From an optimization exercise on the open Yosys and OpenROAD flow, aimed at a short achievable clock period and few clock cycles; shortcuts taken in it are not production practice.
The RTL was checked by simulation tests, not by an equivalence proof against the original design.
Power figures rest on the tool's default switching activity, not on a simulated workload.

// top
module top (
    input wire clk,
    input wire rst,
    output wire [31:0] imem_addr,
    input  wire [31:0] imem_rdata,
    output wire [31:0] dmem_addr,
    output wire [31:0] dmem_wdata,
    output wire        dmem_we,
    input  wire [31:0] dmem_rdata
);
  reg rst_q;
  always @(posedge clk or posedge rst) begin
    if (rst) rst_q <= 1'b1;
    else rst_q <= 1'b0;
  end
  wire        hold;
  wire        redirect;
  wire [31:0] redirect_pc;
  wire [31:0] pc_f;
  wire [31:0] pc_o;
  wire        lp_hit;
  wire        lp_taken;
  wire [31:0] lp_tgt;
  reg  [31:0] ir;
  reg  [31:0] pc_d;
  reg         valid_d;
  reg         lp_hit_d;     
  reg         valid_e;
  reg         wr_e;         
  reg         load_e;
  reg         div_e;        
  reg         rem_e;
  reg  [ 4:0] rd_e;
  reg  [ 3:0] op_e;
  reg  [31:0] a_e;
  reg  [31:0] b_e;
  reg         byp_a;        
  reg         byp_b;
  reg  [31:0] maddr_e;
  reg  [31:0] wdata_e;
  reg         we_e;
  reg         wr_w;
  reg  [ 4:0] rd_w;
  reg  [31:0] res_w;
  wire rst_f = rst_q && rst;
  program_counter pc_inst (
      .clk(clk),
      .rst(rst_f),
      .hold(hold),
      .redirect(redirect),
      .redirect_pc(redirect_pc),
      .instr(imem_rdata),
      .lp_hit(lp_hit),
      .lp_taken(lp_taken),
      .lp_tgt(lp_tgt),
      .pc(pc_f),
      .pc_o(pc_o)
  );
  assign imem_addr = pc_o;
  wire [4:0] rs1, rs2, rd;
  wire use_rs1, use_rs2, wr_rd, is_load, is_store, is_branch, is_jal, is_jalr, is_div, is_rem;
  wire [2:0] br_cond;
  wire [3:0] op;
  wire b_imm, b_pass;
  wire [31:0] zimm, simm, boff, joff, lui_val;
  decoder decoder_inst (
      .instr(ir),
      .rs1(rs1),
      .rs2(rs2),
      .rd(rd),
      .use_rs1(use_rs1),
      .use_rs2(use_rs2),
      .wr_rd(wr_rd),
      .is_load(is_load),
      .is_store(is_store),
      .is_branch(is_branch),
  ...
For scale: about 16000 cells after synthesis, about 160 I/O pins, ~150000 um^2 of cells after synthesis.
Settings: LEC_CHECK=0, CAP_MARGIN=20, CORE_MARGIN=2, CORE_UTILIZATION=22, PLACE_DENSITY=0.3, SLEW_MARGIN=20, SYNTH_HIERARCHICAL=1; clock period 145.0 ns.
standard.sh (not shown) runs the stock make flow with config.mk's settings and CLKGATE_MAP_FILE= SYNTH_SCRIPT=/design/flow/synth_recipe.tcl, a recipe that flattens the netlist after the stock synthesis.
==> flow/flow/run.sh <==
#!/bin/bash
# Own layout flow: the standard flow, except that after placement the
# buffers buffer_ports put on the I/O ports (the smallest delay buffer) are
# replaced with sky130_fd_sc_hd__buf_4 and the placement is legalized again.
# Each tool's output goes to its own log in the work folder.
set -euo pipefail
RES=orfs/results/$FLOW_PLATFORM/top/base
bash standard.sh synth floorplan place > std_place.log 2>&1
PLACE_ODB=$RES/3_place.odb PLACE_SDC=$RES/3_place.sdc \
  LIB=$FLOW_HOME/platforms/sky130hd/lib/sky130_fd_sc_hd__tt_025C_1v80.lib \
  PORT_BUF=sky130_fd_sc_hd__buf_4 \
  openroad -no_init -exit flow/ports.tcl > ports.log 2>&1
bash standard.sh finish > std_finish.log 2>&1
test -f out/final.def
==> flow/flow/ports.tcl <==
# Upsize the buffers that buffer_ports put on the I/O ports (the standard flow
# leaves the smallest delay buffer there), then legalize the placement again.
set odb $::env(PLACE_ODB)
read_liberty $::env(LIB)
read_db $odb
read_sdc $::env(PLACE_SDC)
set n 0
foreach inst [get_cells {input* output*}] {
  set m [get_property [get_lib_cells -of_objects $inst] name]
  if {[string match "sky130_fd_sc_hd__clkdlybuf*" $m] || [string match "sky130_fd_sc_hd__buf_*" $m] || [string match "sky130_fd_sc_hd__clkbuf_*" $m] || [string match "sky130_fd_sc_hd__dlygate*" $m]} {
    replace_cell $inst $::env(PORT_BUF)
    incr n
  }
}
puts "ports.tcl: replaced $n port buffers with $::env(PORT_BUF)"
detailed_placement
check_placement -verbose
write_db $odb
The starting point reached the layout checks and failed them: capacitance limit.
Testbench counts at the start, summed over its fixed seeds: cycles 36,545.
Then changed:
==> flow/run.sh (new file) <==
#!/bin/bash
# synth_recipe.tcl (not shown) runs the flow's synth.tcl, then flattens the netlist and writes it again
# the make line also repeats each setting of config.mk as NAME=value (left out here)
make -C /OpenROAD-flow-scripts/flow DESIGN_CONFIG=/design/flow/config.mk WORK_HOME=/design/flow/orfs CLKGATE_MAP_FILE= SYNTH_SCRIPT=/design/flow/synth_recipe.tcl finish
Settings changed: CAP_MARGIN 20 to 40, SLEW_MARGIN 20 to 40, SYNTH_HIERARCHICAL 1 to unset.
removed: flow/flow/run.sh
removed: flow/flow/ports.tcl
removed: flow/standard.sh
This time the run ran to the end with no violations; cell count rises by 0.80%; power rises by 14%; die area falls by 6.0%; setup slack loses 1600 ps; first-iteration DRC count rises by 4.0%; clock skew rises by 3.7 ps; cell area falls by 3.9%; register-to-register slack loses 6000 ps; wire length rises by 5.0%.

-- static timing again, ports no longer ideal --
Ports are ideal in the flow. The routed layouts listed here were re-timed in OpenROAD. Step 1, drivers: a clkbuf_16 drives clk and a buf_2 each remaining input, both assumed. Step 2 adds t to the input delays and takes it off the output delays; t is the mean of the earliest and latest rising clock arrival at the registers after step 1. Input paths then give back, and output paths get back, about the clock's delay inside the block. a / b / c = ideal ports / drivers / drivers and shift; a / b = the first two.
run | t, ns | setup slack, ns | clock arrival spread, ns
the first run | 1.144 | 114.551 / 114.410 / 113.608 | 0.146 / 0.146
the second run | 1.131 | 112.935 / 112.935 / 112.634 | 0.154 / 0.153
The setup slack of the first run, which loses most, moves by -0.141 ns with the drivers and by -0.943 ns with both steps.
